This is an optimization exercise on Yosys and OpenROAD, whose aim is small area and a short achievable clock period, not a production implementation. In this exercise RTL edits were held to simulation tests only and were not proved equivalent to the original.

==> flow/design.v (excerpt) <==
module mrra_ik_solver (
    input       wire                        i_clk,
    input       wire                        i_reset,
    input       wire        [7  : 0]        i_coord_x,
    input       wire        [7  : 0]        i_coord_y,
    output      reg         [31 : 0]        o_q_theta_1,
    output      reg         [31 : 0]        o_q_theta_2
);
==> flow/config.mk <==
export PLATFORM = sky130hd
export DESIGN_NAME = mrra_ik_solver
export DESIGN_NICKNAME = mrra_ik_solver
export VERILOG_FILES = /design/flow/design.v
export SDC_FILE = /design/flow/constraint.sdc
export NUM_CORES = 4
export LEC_CHECK = 0
export CAP_MARGIN = 20
export CORE_MARGIN = 2
export CORE_UTILIZATION = 40
export SLEW_MARGIN = 20
export SYNTH_MEMORY_MAX_BITS = 65536
==> flow/constraint.sdc <==
create_clock -name core_clock -period 180.0 [get_ports {i_clk}]
set_input_delay 36.0000 -clock core_clock [delete_from_list [all_inputs] [get_ports {i_clk}]]
set_output_delay 36.0000 -clock core_clock [all_outputs]
set_load 0.01 [all_outputs]
standard.sh (not shown) runs the stock make flow with config.mk's settings and CLKGATE_MAP_FILE= SYNTH_SCRIPT=/design/flow/synth_recipe.tcl, a recipe that flattens the netlist after the stock synthesis.
==> flow/flow/run.sh <==
#!/bin/bash
# Layout flow: the standard flow (standard.sh) unchanged, except that synthesis maps the
# combinational logic with an area-oriented ABC script (flow/abc_map.script) instead of ORFS's
# delay-oriented one. Registers are mapped by the same dfflibmap step as in the standard flow.
# Every input and output port is still buffered (buffer_ports), with the small buf_1 cell
# instead of the delay cell the resizer picks by default. Timing repair is asked for 143 ns of
# setup slack (the constraints are unchanged), so that it works on the paths that set the period.
set -euo pipefail
W=$(pwd)
rm -rf "$W/scripts_area"
mkdir -p "$W/scripts_area"
cp -r "$FLOW_HOME/scripts/." "$W/scripts_area/"
cp "$W/flow/abc_map.script" "$W/scripts_area/abc_speed.script"
cp "$W/flow/abc_map.script" "$W/scripts_area/abc_area.script"
SCRIPTS_DIR="$W/scripts_area" bash standard.sh synth > "$W/synth.log" 2>&1
SETUP_SLACK_MARGIN=143 BUFFER_PORTS_ARGS="-inputs -outputs -buffer_cell sky130_fd_sc_hd__buf_1" bash standard.sh > "$W/layout.log" 2>&1
==> flow/flow/abc_map.script <==
&get -n
&st
&deepsyn -T 300
&dch -f
&nf -R 1000
&put
topo
The starting point produced a clean layout.
Next try:
--- a/flow/flow/run.sh
+++ b/flow/flow/run.sh
@@ -6 +6 @@
-# instead of the delay cell the resizer picks by default. Timing repair is asked for 143 ns of
+# instead of the delay cell the resizer picks by default. Timing repair is asked for 142.5 ns of
@@ -16 +16 @@
-SETUP_SLACK_MARGIN=143 BUFFER_PORTS_ARGS="-inputs -outputs -buffer_cell sky130_fd_sc_hd__buf_1" bash standard.sh > "$W/layout.log" 2>&1
+SETUP_SLACK_MARGIN=142.5 BUFFER_PORTS_ARGS="-inputs -outputs -buffer_cell sky130_fd_sc_hd__buf_1" bash standard.sh > "$W/layout.log" 2>&1
==> flow/flow/abc_map.script (replaced) <==
&get -n
&st
&deepsyn -T 120
&dch -f
&nf -R 1000
&put
buffer -c
topo
stime -c
upsize -c
dnsize -c
The changed run went through all stages and came out clean.
Global-route usage is lower by 1.2 points.
Clock skew barely changes.
Utilization is lower by 2.3 points.
Cell area is higher by about 1%.
Sequential share of layout area is lower by 0.10 points.
Via count is higher by 2.4%.
Next try:
--- a/flow/flow/run.sh
+++ b/flow/flow/run.sh
@@ -6 +6 @@
-# instead of the delay cell the resizer picks by default. Timing repair is asked for 142.5 ns of
+# instead of the delay cell the resizer picks by default. Timing repair is asked for 143 ns of
@@ -16 +16 @@
-SETUP_SLACK_MARGIN=142.5 BUFFER_PORTS_ARGS="-inputs -outputs -buffer_cell sky130_fd_sc_hd__buf_1" bash standard.sh > "$W/layout.log" 2>&1
+SETUP_SLACK_MARGIN=143 BUFFER_PORTS_ARGS="-inputs -outputs -buffer_cell sky130_fd_sc_hd__buf_1" bash standard.sh > "$W/layout.log" 2>&1
==> flow/flow/abc_map.script (replaced) <==
&get -n
&st
&deepsyn -T 300
&dch -f
&nf -R 1000
&put
buffer -c
topo
stime -c
upsize -c
dnsize -c
Effect:
- clock skew stays flat
- core utilization went down by 0.12 points
- routed wire length drops by a few percent
- setup slack gets better by 0.16 ns
- sequential share of layout area hardly moves
- global-route usage came out lower by 1.6 points
- synthesized area shrinks slightly
- via count goes down slightly
- cell count is about the same
Next try:
==> flow/flow/abc_map.script (replaced) <==
&get -n
&st
&deepsyn -T 120
&dch -f
&nf -R 1000
&put
topo
Setup slack is worse by 0.011 ns.
Global-route usage rose by 4.4 points.
Via count rose by a few percent.
Critical path depth stays the same.
Hold slack is better by 0.014 ns.
Final cell count fell slightly.
Non-clock buffer count rose by 14.
Utilization rose by 2.6 points.

-- port drivers added, routing unchanged --
In the flow no input, the clock included, has a driving cell. The finished layouts below were timed again as built, in two steps.
Step 1 (the two cells are an assumption about what drives the block):
set clk [get_ports {i_clk}]
set_driving_cell -lib_cell sky130_fd_sc_hd__clkbuf_16 $clk
set_driving_cell -lib_cell sky130_fd_sc_hd__buf_2 [delete_from_list [all_inputs] $clk]
Step 2 also shifts input and output timing later by t, the mid clock arrival at the registers, as if the neighbouring blocks saw the same clock.
Three values: no drivers, after step 1, after step 2; two values: the first two.
run | shift t [ns] | setup WS [ns] | worst hold slack (ns) | worst register clock-pin slew, ns | cell pins on the clock port's net
the first run | 0.372 | 143.125 / 143.082 / 143.007 | 1.331 / 1.331 / 1.331 | 0.07 / 0.07 | 1
the second run | 0.395 | 142.956 / 142.908 / 143.026 | 1.303 / 1.303 / 1.303 | 0.06 / 0.06 | 1
the third run | 0.384 | 143.115 / 143.071 / 143.027 | 1.346 / 1.346 / 1.346 | 0.06 / 0.06 | 1
the fourth run | 0.388 | 143.104 / 143.061 / 142.997 | 1.360 / 1.360 / 1.360 | 0.06 / 0.06 | 1
After both steps every run listed still meets setup and hold. The setup slack of the first run, which loses most, moves by -0.043 ns with the drivers and by -0.118 ns with both steps.
